Context: an optimization exercise on an open-source flow, tuned for small area and a short achievable clock period. The choices shown serve that exercise and are no tape-out recipe.
Function was checked by simulation only, so behaviour that the tests miss may differ from the original.

// matrix_multiplier
module matrix_multiplier (
    input clk,
    input reset,
    input start,
    input [7:0] in,
    output reg [15:0] o,
    output reg done
);
export LEC_CHECK = 0
export CAP_MARGIN = 20
export CORE_MARGIN = 2
export CORE_UTILIZATION = 40
export CTS_BUF_LIST = sky130_fd_sc_hd__clkbuf_8
export CTS_CLUSTER_DIAMETER = 60
export CTS_CLUSTER_SIZE = 20
export SLEW_MARGIN = 20
export SYNTH_HIERARCHICAL = 1
export SYNTH_MINIMUM_KEEP_SIZE = 0
create_clock -name core_clock -period 8.0 [get_ports {clk}]
standard.sh (not shown) runs the stock make flow with config.mk's settings and CLKGATE_MAP_FILE= SYNTH_SCRIPT=/design/flow/synth_recipe.tcl, a recipe that flattens the netlist after the stock synthesis.
==> flow/flow/run.sh <==
#!/bin/bash
set -euo pipefail
bash standard.sh SETUP_SLACK_MARGIN=5.25 TNS_END_PERCENT=5 MATCH_CELL_FOOTPRINT=0 \
    "BUFFER_PORTS_ARGS=-buffer_cell sky130_fd_sc_hd__buf_2" finish > standard.log 2>&1
==> next run, changes <==
==> flow/flow/run.sh (replaced) <==
#!/bin/bash
set -euo pipefail
bash standard.sh SETUP_SLACK_MARGIN=5.4 TNS_END_PERCENT=5 MATCH_CELL_FOOTPRINT=0 \
    "BUFFER_PORTS_ARGS=-buffer_cell sky130_fd_sc_hd__buf_2" finish > standard.log 2>&1
After rerunning: Synthesized cell count does not change; core utilization rose by 0.15 points; setup slack improves by 31 ps.
==> next run, changes <==
==> flow/run.sh (new file) <==
#!/bin/bash
# synth_recipe.tcl (not shown) runs the flow's synth.tcl, then flattens the netlist and writes it again
# the make line also repeats each setting of config.mk as NAME=value (left out here)
make -C /OpenROAD-flow-scripts/flow DESIGN_CONFIG=/design/flow/config.mk WORK_HOME=/design/flow/orfs CLKGATE_MAP_FILE= SYNTH_SCRIPT=/design/flow/synth_recipe.tcl finish
- SETUP_SLACK_MARGIN: not set -> 5
removed: flow/flow/run.sh
removed: flow/standard.sh
Worst setup slack got worse by 62 ps.
Sequential share of layout area is higher by 0.20 points.
Maximum frequency is lower by 2.2%.
Routed wire length is lower by 2.3%.
Global-route usage is lower by 0.48 points.

========
Starting RTL as in the previous note.
Settings: LEC_CHECK=0, CAP_MARGIN=20, CORE_MARGIN=2, CORE_UTILIZATION=40, CTS_BUF_LIST=sky130_fd_sc_hd__clkbuf_8, CTS_CLUSTER_DIAMETER=60, CTS_CLUSTER_SIZE=20, SLEW_MARGIN=20, SYNTH_HIERARCHICAL=1, SYNTH_MINIMUM_KEEP_SIZE=0; clock period 8.0 ns.
==> flow/flow/run.sh <==
#!/bin/bash
set -euo pipefail
bash standard.sh SETUP_SLACK_MARGIN=${MARGIN:-6.0} finish > standard.log 2>&1
Next try:
==> flow/run.sh (new file) <==
#!/bin/bash
# synth_recipe.tcl (not shown) runs the flow's synth.tcl, then flattens the netlist and writes it again
# the make line also repeats each setting of config.mk as NAME=value (left out here)
make -C /OpenROAD-flow-scripts/flow DESIGN_CONFIG=/design/flow/config.mk WORK_HOME=/design/flow/orfs CLKGATE_MAP_FILE= SYNTH_SCRIPT=/design/flow/synth_recipe.tcl finish
CORE_UTILIZATION = 60   (was 40)
SETUP_SLACK_MARGIN = 5   (was not set)
removed: flow/flow/run.sh
removed: flow/standard.sh
After rerunning:
- routed wire length falls by 8.3%
- non-clock buffer count is lower by 72
- via count came out lower by about 3%
- register-to-register slack loses 0.11 ns
Next try:
CORE_UTILIZATION = 40   (was 60)
CTS_BUF_LIST = sky130_fd_sc_hd__clkbuf_16   (was sky130_fd_sc_hd__clkbuf_8)
CTS_CLUSTER_DIAMETER = 80   (was 60)
CTS_CLUSTER_SIZE = 30   (was 20)
=> Cell area increases by about 1.8%. Hold slack degrades by 0.013 ns.
Next try:
==> flow/flow/run.sh (new file) <==
#!/bin/bash
set -euo pipefail
bash standard.sh SETUP_SLACK_MARGIN=5.25 TNS_END_PERCENT=5 \
    "BUFFER_PORTS_ARGS=-buffer_cell sky130_fd_sc_hd__buf_2" finish > standard.log 2>&1
==> flow/standard.sh (new file) <==
#!/bin/bash
# synth_recipe.tcl (not shown) runs the flow's synth.tcl, then flattens the netlist and writes it again
# the make line also repeats each setting of config.mk as NAME=value (left out here)
make -C /OpenROAD-flow-scripts/flow DESIGN_CONFIG=/design/flow/config.mk WORK_HOME=/design/flow/orfs CLKGATE_MAP_FILE= SYNTH_SCRIPT=/design/flow/synth_recipe.tcl "${@:-finish}"
CTS_BUF_LIST = sky130_fd_sc_hd__clkbuf_8   (was sky130_fd_sc_hd__clkbuf_16)
CTS_CLUSTER_DIAMETER = 60   (was 80)
CTS_CLUSTER_SIZE = 20   (was 30)
SETUP_SLACK_MARGIN = not set   (was 5)
removed: flow/run.sh
Outcome: Synthesized cell count is unchanged. Routed wire length increases by 1.4%. Worst setup slack gets better by 0.16 ns. Worst hold slack gets worse by 0.012 ns. Flip-flop and latch count is unchanged.
Next try:
==> flow/flow/run.sh (replaced) <==
#!/bin/bash
set -euo pipefail
bash standard.sh SETUP_SLACK_MARGIN=${MARGIN:-5.5} finish > standard.log 2>&1
Sequential share of layout area came out lower by 2.8 points.
Via count is higher by 3.0%.
Critical path depth is unchanged.
Cell area is higher by 7.2%.
Register-to-register slack is better by 0.05 ns.
Next try:
==> flow/flow/run.sh (replaced) <==
#!/bin/bash
# The standard layout flow with one change in how the layout is made (the
# clock period and the constraints stay the design's): the ports are buffered
# with buf_2 cells. The make output goes to standard.log; each ORFS step keeps
# its own log under orfs/logs.
set -euo pipefail
bash standard.sh SETUP_SLACK_MARGIN=5 \
    "BUFFER_PORTS_ARGS=-buffer_cell sky130_fd_sc_hd__buf_2" finish > standard.log 2>&1
Effect:
- clock-buffer cell count went up by 4
- routed wire length decreases by 5.1%
- flip-flop and latch count does not change
- final cell count falls by 3.4%
- fmax is lower by 3.0%
- die area stays the same
- setup slack got worse by 0.084 ns
- utilization goes down by 3.9 points
- clock skew goes up by 0.0076 ns
- cell area goes down by about 8%
- worst hold slack is worse by 0.0064 ns

========
matrix_multiplier, a different RTL version from the one above (not shown whole).
Size in the first run: about 920 cells after synthesis, about 260 flip-flops, ~28 I/O pins, about 0.012 mm2 of cells after synthesis.
Design matrix_multiplier, start of the top module:
module matrix_multiplier (
    input clk,
    input reset,
    input start,
    input [7:0] in,
    output reg [15:0] o,
    output reg done
);
==> flow/config.mk <==
export PLATFORM = sky130hd
export DESIGN_NAME = matrix_multiplier
export DESIGN_NICKNAME = matrix_multiplier
export VERILOG_FILES = /design/flow/design.v
export SDC_FILE = /design/flow/constraint.sdc
export NUM_CORES = 4
export LEC_CHECK = 0
export CAP_MARGIN = 20
export CORE_MARGIN = 2
export CORE_UTILIZATION = 40
export CTS_BUF_LIST = sky130_fd_sc_hd__clkbuf_8
export CTS_CLUSTER_DIAMETER = 60
export CTS_CLUSTER_SIZE = 20
export SLEW_MARGIN = 20
export SYNTH_HIERARCHICAL = 1
export SYNTH_MINIMUM_KEEP_SIZE = 0
==> flow/constraint.sdc <==
create_clock -name core_clock -period 8.0 [get_ports {clk}]
set_input_delay 1.6000 -clock core_clock [delete_from_list [all_inputs] [get_ports {clk}]]
set_output_delay 1.6000 -clock core_clock [all_outputs]
set_load 0.01 [all_outputs]
==> flow/flow/run.sh <==
#!/bin/bash
# The standard layout flow with these changes in how the layout is made (the
# clock period and the constraints stay the design's): the ports are buffered
# with buf_1 cells, and clock tree synthesis adds no dummy loads. The make
# output goes to standard.log; each ORFS step keeps its own log under orfs/logs.
set -euo pipefail
bash standard.sh SETUP_SLACK_MARGIN=5 \
    "BUFFER_PORTS_ARGS=-buffer_cell sky130_fd_sc_hd__buf_1" \
    "CTS_ARGS=-sink_clustering_enable -repair_clock_nets -dont_use_dummy_load -buf_list sky130_fd_sc_hd__clkbuf_8 -sink_clustering_size 20 -sink_clustering_max_diameter 60" \
    finish > standard.log 2>&1
Rerun with:
==> flow/flow/run.sh (replaced) <==
#!/bin/bash
# The standard layout flow with these changes in how the layout is made (the
# clock period and the constraints stay the design's): the ports are buffered
# with buf_2 cells, and clock tree synthesis adds no dummy loads. The make
# output goes to standard.log; each ORFS step keeps its own log under orfs/logs.
set -euo pipefail
bash standard.sh SETUP_SLACK_MARGIN=5 \
    "BUFFER_PORTS_ARGS=-buffer_cell sky130_fd_sc_hd__buf_2" \
    "CTS_ARGS=-sink_clustering_enable -repair_clock_nets -dont_use_dummy_load -buf_list sky130_fd_sc_hd__clkbuf_8 -sink_clustering_size 20 -sink_clustering_max_diameter 60" \
    finish > standard.log 2>&1
Settings changed: CORE_UTILIZATION 40 to 50.
Outcome: Worst setup slack improved by 0.0084 ns; first-iteration DRC count drops by about 11%; core utilization goes up by 11 points; routed wire length is higher by about 0.7%; area after synthesis is unchanged.
Rerun with:
==> flow/run.sh (new file) <==
#!/bin/bash
# synth_recipe.tcl (not shown) runs the flow's synth.tcl, then flattens the netlist and writes it again
# the make line also repeats each setting of config.mk as NAME=value (left out here)
make -C /OpenROAD-flow-scripts/flow DESIGN_CONFIG=/design/flow/config.mk WORK_HOME=/design/flow/orfs CLKGATE_MAP_FILE= SYNTH_SCRIPT=/design/flow/synth_recipe.tcl finish
Settings changed: CORE_UTILIZATION 50 to 40, SETUP_SLACK_MARGIN set to 5.
removed: flow/flow/run.sh
removed: flow/standard.sh
The new run ran to the end with no violations. Worst setup slack is better by 0.031 ns. Cell area rises by about 3.4%. Wire length falls by about 0.6%. Final cell count rises by 7.3%. Sequential share of layout area falls by 1.6 points. Critical path depth falls by 4. Area after synthesis does not change. Utilization falls by 9.6 points.
Rerun with:
==> flow/flow/run.sh (new file) <==
#!/bin/bash
# The standard layout flow with these changes in how the layout is made (the
# clock period and the constraints stay the design's): the ports are buffered
# with buf_2 cells, and clock tree synthesis adds no dummy loads. The make
# output goes to standard.log; each ORFS step keeps its own log under orfs/logs.
set -euo pipefail
bash standard.sh SETUP_SLACK_MARGIN=5 \
    "BUFFER_PORTS_ARGS=-buffer_cell sky130_fd_sc_hd__buf_2" \
    "CTS_ARGS=-sink_clustering_enable -repair_clock_nets -dont_use_dummy_load -buf_list sky130_fd_sc_hd__clkbuf_8 -sink_clustering_size 20 -sink_clustering_max_diameter 60" \
    finish > standard.log 2>&1
==> flow/standard.sh (new file) <==
#!/bin/bash
# synth_recipe.tcl (not shown) runs the flow's synth.tcl, then flattens the netlist and writes it again
# the make line also repeats each setting of config.mk as NAME=value (left out here)
make -C /OpenROAD-flow-scripts/flow DESIGN_CONFIG=/design/flow/config.mk WORK_HOME=/design/flow/orfs CLKGATE_MAP_FILE= SYNTH_SCRIPT=/design/flow/synth_recipe.tcl "${@:-finish}"
Settings changed: SETUP_SLACK_MARGIN 5 to not set.
removed: flow/run.sh
First-iteration DRC count came out higher by about 9%.
Die area stays the same.
Cell count drops by 1.4%.
Area after synthesis does not change.
Synthesized cell count is unchanged.
Rerun with:
==> flow/flow/run.sh (replaced) <==
#!/bin/bash
# The standard layout flow with one change in how the layout is made (the
# clock period and the constraints stay the design's): the ports are buffered
# with buf_2 cells. The make output goes to standard.log; each ORFS step keeps
# its own log under orfs/logs.
set -euo pipefail
bash standard.sh SETUP_SLACK_MARGIN=5 \
    "BUFFER_PORTS_ARGS=-buffer_cell sky130_fd_sc_hd__buf_2" finish > standard.log 2>&1
=> The new run ran to the end with no violations. Critical path depth stays the same. Final area increases by about 1.9%. First-iteration DRC count increases by 1.8%. Routed wire length stays flat. Worst setup slack improved by 0.046 ns. Clock-buffer cell count increases by 1.

========
The RTL this note starts from:
==> flow/design.v <==
module matrix_multiplier (
    input clk,
    input reset,
    input start,
    input [7:0] in,
    output reg [15:0] o,
    output reg done
);
    reg        busy;
    reg [4:0]  cnt;           
    reg [7:0] ra [0:8];       
    reg [7:0] r0 [0:2];       
    reg [7:0] r1 [0:2];
    reg [7:0] r2 [0:2];
    reg [7:0] ha0, ha1, ha2;  
    reg [15:0] p0, p1;
    wire load_a  = busy && cnt >= 5'd1  && cnt <= 5'd9;
    wire load_b0 = busy && cnt >= 5'd10 && cnt <= 5'd12;
    wire load_b1 = busy && cnt >= 5'd13 && cnt <= 5'd15;
    wire load_b2 = busy && cnt >= 5'd16 && cnt <= 5'd18;
    wire cap0 = busy && (cnt == 5'd18 || cnt == 5'd21 || cnt == 5'd24);
    wire cap1 = busy && (cnt == 5'd19 || cnt == 5'd22 || cnt == 5'd25);
    wire cap2 = busy && (cnt == 5'd20 || cnt == 5'd23 || cnt == 5'd26);
    wire valid = busy && cnt >= 5'd21 && cnt <= 5'd29;
    integer p;
    always @(posedge clk) begin
        ra[0] <= load_a ? in : ra[8];
        for (p = 1; p < 9; p = p + 1) ra[p] <= ra[p-1];
        r0[0] <= load_b0 ? in : r0[2];
        r1[0] <= load_b1 ? in : r1[2];
        r2[0] <= load_b2 ? in : r2[2];
        for (p = 1; p < 3; p = p + 1) begin
            r0[p] <= r0[p-1];
            r1[p] <= r1[p-1];
            r2[p] <= r2[p-1];
        end
        if (cap0) ha0 <= ra[7];
        if (cap1) ha1 <= ra[7];
        if (cap2) ha2 <= ra[7];
        p0 <= ha0 * r0[2];
        p1 <= p0 + ha1 * r1[0];
    end
    wire [15:0] sum = p1 + ha2 * r2[1];
    always @(posedge clk or posedge reset) begin
        if (reset) begin
            busy <= 1'b0;
            cnt  <= 5'd0;
            o    <= 16'd0;
            done <= 1'b0;
        end else begin
            o    <= valid ? sum : 16'd0;
            done <= busy && (cnt == 5'd29 || cnt == 5'd30);
            if (busy) begin
                cnt <= cnt + 5'd1;
                if (cnt == 5'd30) busy <= 1'b0;
            end else if (start) begin
                busy <= 1'b1;
                cnt  <= 5'd1;
            end
        end
    end
endmodule
export LEC_CHECK = 0
export CAP_MARGIN = 20
export CORE_MARGIN = 2
export CORE_UTILIZATION = 40
export SETUP_SLACK_MARGIN = 4.5
export SLEW_MARGIN = 20
create_clock -name core_clock -period 8.0 [get_ports {clk}]
run.sh (not shown) runs the stock make flow with config.mk's settings and CLKGATE_MAP_FILE= SYNTH_SCRIPT=/design/flow/synth_recipe.tcl, a recipe that flattens the netlist after the stock synthesis.
Stock flow here: none of the scripts above is used.
The first run went through all stages and came out clean.
Then changed:
--- a/flow/config.mk
+++ b/flow/config.mk
@@ -7,0 +8 @@
+export ABC_CLOCK_PERIOD_IN_PS = 3000
@@ -10 +11 @@
-export CORE_UTILIZATION = 40
+export CORE_UTILIZATION = 60
- worst setup slack got worse by 9.9 ps
- area after synthesis stays the same
- routed wire length went up by 2.0%
Then changed:
--- a/flow/config.mk
+++ b/flow/config.mk
@@ -8 +7,0 @@
-export ABC_CLOCK_PERIOD_IN_PS = 3000
@@ -11,2 +10 @@
-export CORE_UTILIZATION = 60
-export SETUP_SLACK_MARGIN = 4.5
+export CORE_UTILIZATION = 40
Outcome:
- The new run finished clean
- setup slack got worse by 340 ps
- wire length fell by 8.7%
- cell area fell by 6.1%
- critical path depth stays the same
- register-to-register slack got worse by 340 ps
- synthesized area does not change
- clock-buffer cell count fell by 3
- worst hold slack stays flat
- die area rose by 49%
- final cell count rose by 4.4%

========
## the reference run
Another version of the RTL of matrix_multiplier (not shown whole).
Size: about 880 cells after synthesis, about 250 flip-flops, about 11000 um2 of cells after synthesis.
Settings: LEC_CHECK=0, CAP_MARGIN=20, CORE_MARGIN=2, CORE_UTILIZATION=40, CTS_BUF_LIST=sky130_fd_sc_hd__clkbuf_8, CTS_CLUSTER_DIAMETER=60, CTS_CLUSTER_SIZE=20, PLACE_DENSITY=0.8, SLEW_MARGIN=20, SYNTH_HIERARCHICAL=1, SYNTH_MINIMUM_KEEP_SIZE=0; clock period 8.0 ns.
standard.sh (not shown) runs the stock make flow with config.mk's settings and CLKGATE_MAP_FILE= SYNTH_SCRIPT=/design/flow/synth_recipe.tcl, a recipe that flattens the netlist after the stock synthesis.
==> flow/flow/run.sh <==
#!/bin/bash
# The standard layout flow with these changes in how the layout is made (the
# clock period and the constraints stay the design's): the ports are buffered
# with buf_2 cells, and clock tree synthesis adds no dummy loads. The make
# output goes to standard.log; each ORFS step keeps its own log under orfs/logs.
set -euo pipefail
bash standard.sh SETUP_SLACK_MARGIN=5.25 MATCH_CELL_FOOTPRINT=0 \
    "BUFFER_PORTS_ARGS=-buffer_cell sky130_fd_sc_hd__buf_2" \
    "CTS_ARGS=-sink_clustering_enable -repair_clock_nets -dont_use_dummy_load -buf_list sky130_fd_sc_hd__clkbuf_8 -sink_clustering_size 20 -sink_clustering_max_diameter 60" \
    finish > standard.log 2>&1
Both conditions hold for the reference run: the flow ran to the end and the final layout passed the timing, design-rule and antenna checks.
## Diff of input files: the trial run against the reference run
diff --git a/flow/flow/run.sh b/flow/flow/run.sh
--- a/flow/flow/run.sh
+++ b/flow/flow/run.sh
@@ -6,3 +6,3 @@
 set -euo pipefail
-bash standard.sh SETUP_SLACK_MARGIN=5.25 MATCH_CELL_FOOTPRINT=0 \
+bash standard.sh SETUP_SLACK_MARGIN=5 \
     "BUFFER_PORTS_ARGS=-buffer_cell sky130_fd_sc_hd__buf_2" \
--- outcome ---
- Normalized max-slew margin essentially unchanged between the trial run and the reference run.
- As far as number of tap cells inserted goes, the reference run and the trial run are indistinguishable; the numbers are identical.
- Taking the reference run as the reference, in the trial run routed wire length decreased 360 um; clock skew shows no meaningful change; worst setup slack after layout lost 0.027 ns.
- Looking at design area, the trial run sits below the reference run.
- The start point of the critical path comes out a1[0][2] in one run and a1[0][4] in the other, namely in the reference run and the trial run respectively.

==> re-timing with driven ports <==
No port has a modelled driver above. Below, the same layouts with a new extraction and two added sets of constraints.
Step 1, drivers: a clkbuf_16 drives clk and a buf_2 each remaining input, both assumed.
Step 2 also shifts input and output timing later by t, the mid clock arrival at the registers, as if the neighbouring blocks saw the same clock.
a / b / c = ideal ports / drivers / drivers and shift; a / b = the first two.
run | t (ns) | setup WS [ns] | worst hold slack (ns) | worst register clock-pin slew, ns | worst data-port slew with drivers (ns)
the first run of note 1 | 0.585 | 5.210 / 5.210 / 5.210 | 0.303 / 0.303 / 0.303 | 0.12 / 0.12 | 0.04
the second run of note 1 | 0.586 | 5.241 / 5.241 / 5.241 | 0.303 / 0.303 / 0.303 | 0.12 / 0.12 | 0.04
the third run of note 1 | 0.603 | 5.180 / 5.136 / 5.187 | 0.316 / 0.316 / 0.316 | 0.12 / 0.12 | 0.03
the first run of note 2 | 0.605 | 5.241 / 5.241 / 5.241 | 0.318 / 0.318 / 0.318 | 0.12 / 0.12 | 0.03
the second run of note 2 | 0.585 | 5.128 / 5.128 / 5.128 | 0.328 / 0.328 / 0.328 | 0.12 / 0.12 | 0.03
the third run of note 2 | 0.532 | 5.052 / 5.005 / 5.200 | 0.315 / 0.315 / 0.315 | 0.12 / 0.12 | 0.03
the fourth run of note 2 | 0.585 | 5.210 / 5.210 / 5.210 | 0.303 / 0.303 / 0.303 | 0.12 / 0.12 | 0.04
the fifth run of note 2 | 0.581 | 5.260 / 5.260 / 5.260 | 0.320 / 0.320 / 0.320 | 0.12 / 0.12 | 0.03
the sixth run of note 2 | 0.578 | 5.177 / 5.177 / 5.177 | 0.314 / 0.314 / 0.314 | 0.12 / 0.12 | 0.04
the first run of note 3 | 0.565 | 5.152 / 5.152 / 5.152 | 0.275 / 0.275 / 0.275 | 0.11 / 0.11 | 0.04
the second run of note 3 | 0.557 | 5.160 / 5.160 / 5.160 | 0.305 / 0.305 / 0.305 | 0.12 / 0.12 | 0.03
the third run of note 3 | 0.598 | 5.191 / 5.147 / 5.153 | 0.332 / 0.332 / 0.332 | 0.12 / 0.12 | 0.04
the fourth run of note 3 | 0.558 | 5.156 / 5.156 / 5.156 | 0.327 / 0.327 / 0.327 | 0.12 / 0.12 | 0.04
the fifth run of note 3 | 0.581 | 5.201 / 5.201 / 5.201 | 0.332 / 0.332 / 0.332 | 0.12 / 0.12 | 0.04
the first run of note 4 | 0.571 | 3.918 / 3.918 / 3.918 | 0.321 / 0.321 / 0.321 | 0.06 / 0.06 | 0.03
the second run of note 4 | 0.567 | 3.909 / 3.909 / 3.909 | 0.320 / 0.320 / 0.320 | 0.06 / 0.06 | 0.03
the third run of note 4 | 0.569 | 3.564 / 3.564 / 3.564 | 0.320 / 0.320 / 0.320 | 0.07 / 0.07 | 0.04
the reference run | 0.542 | 5.291 / 5.291 / 5.291 | 0.329 / 0.329 / 0.329 | 0.11 / 0.11 | 0.03
the trial run | 0.543 | 5.264 / 5.264 / 5.264 | 0.330 / 0.330 / 0.330 | 0.12 / 0.12 | 0.03
After both steps every run listed still meets setup and hold. For the third run of note 3, which loses most, drivers alone change the setup slack by -0.044 ns; drivers and shift together by -0.038 ns.
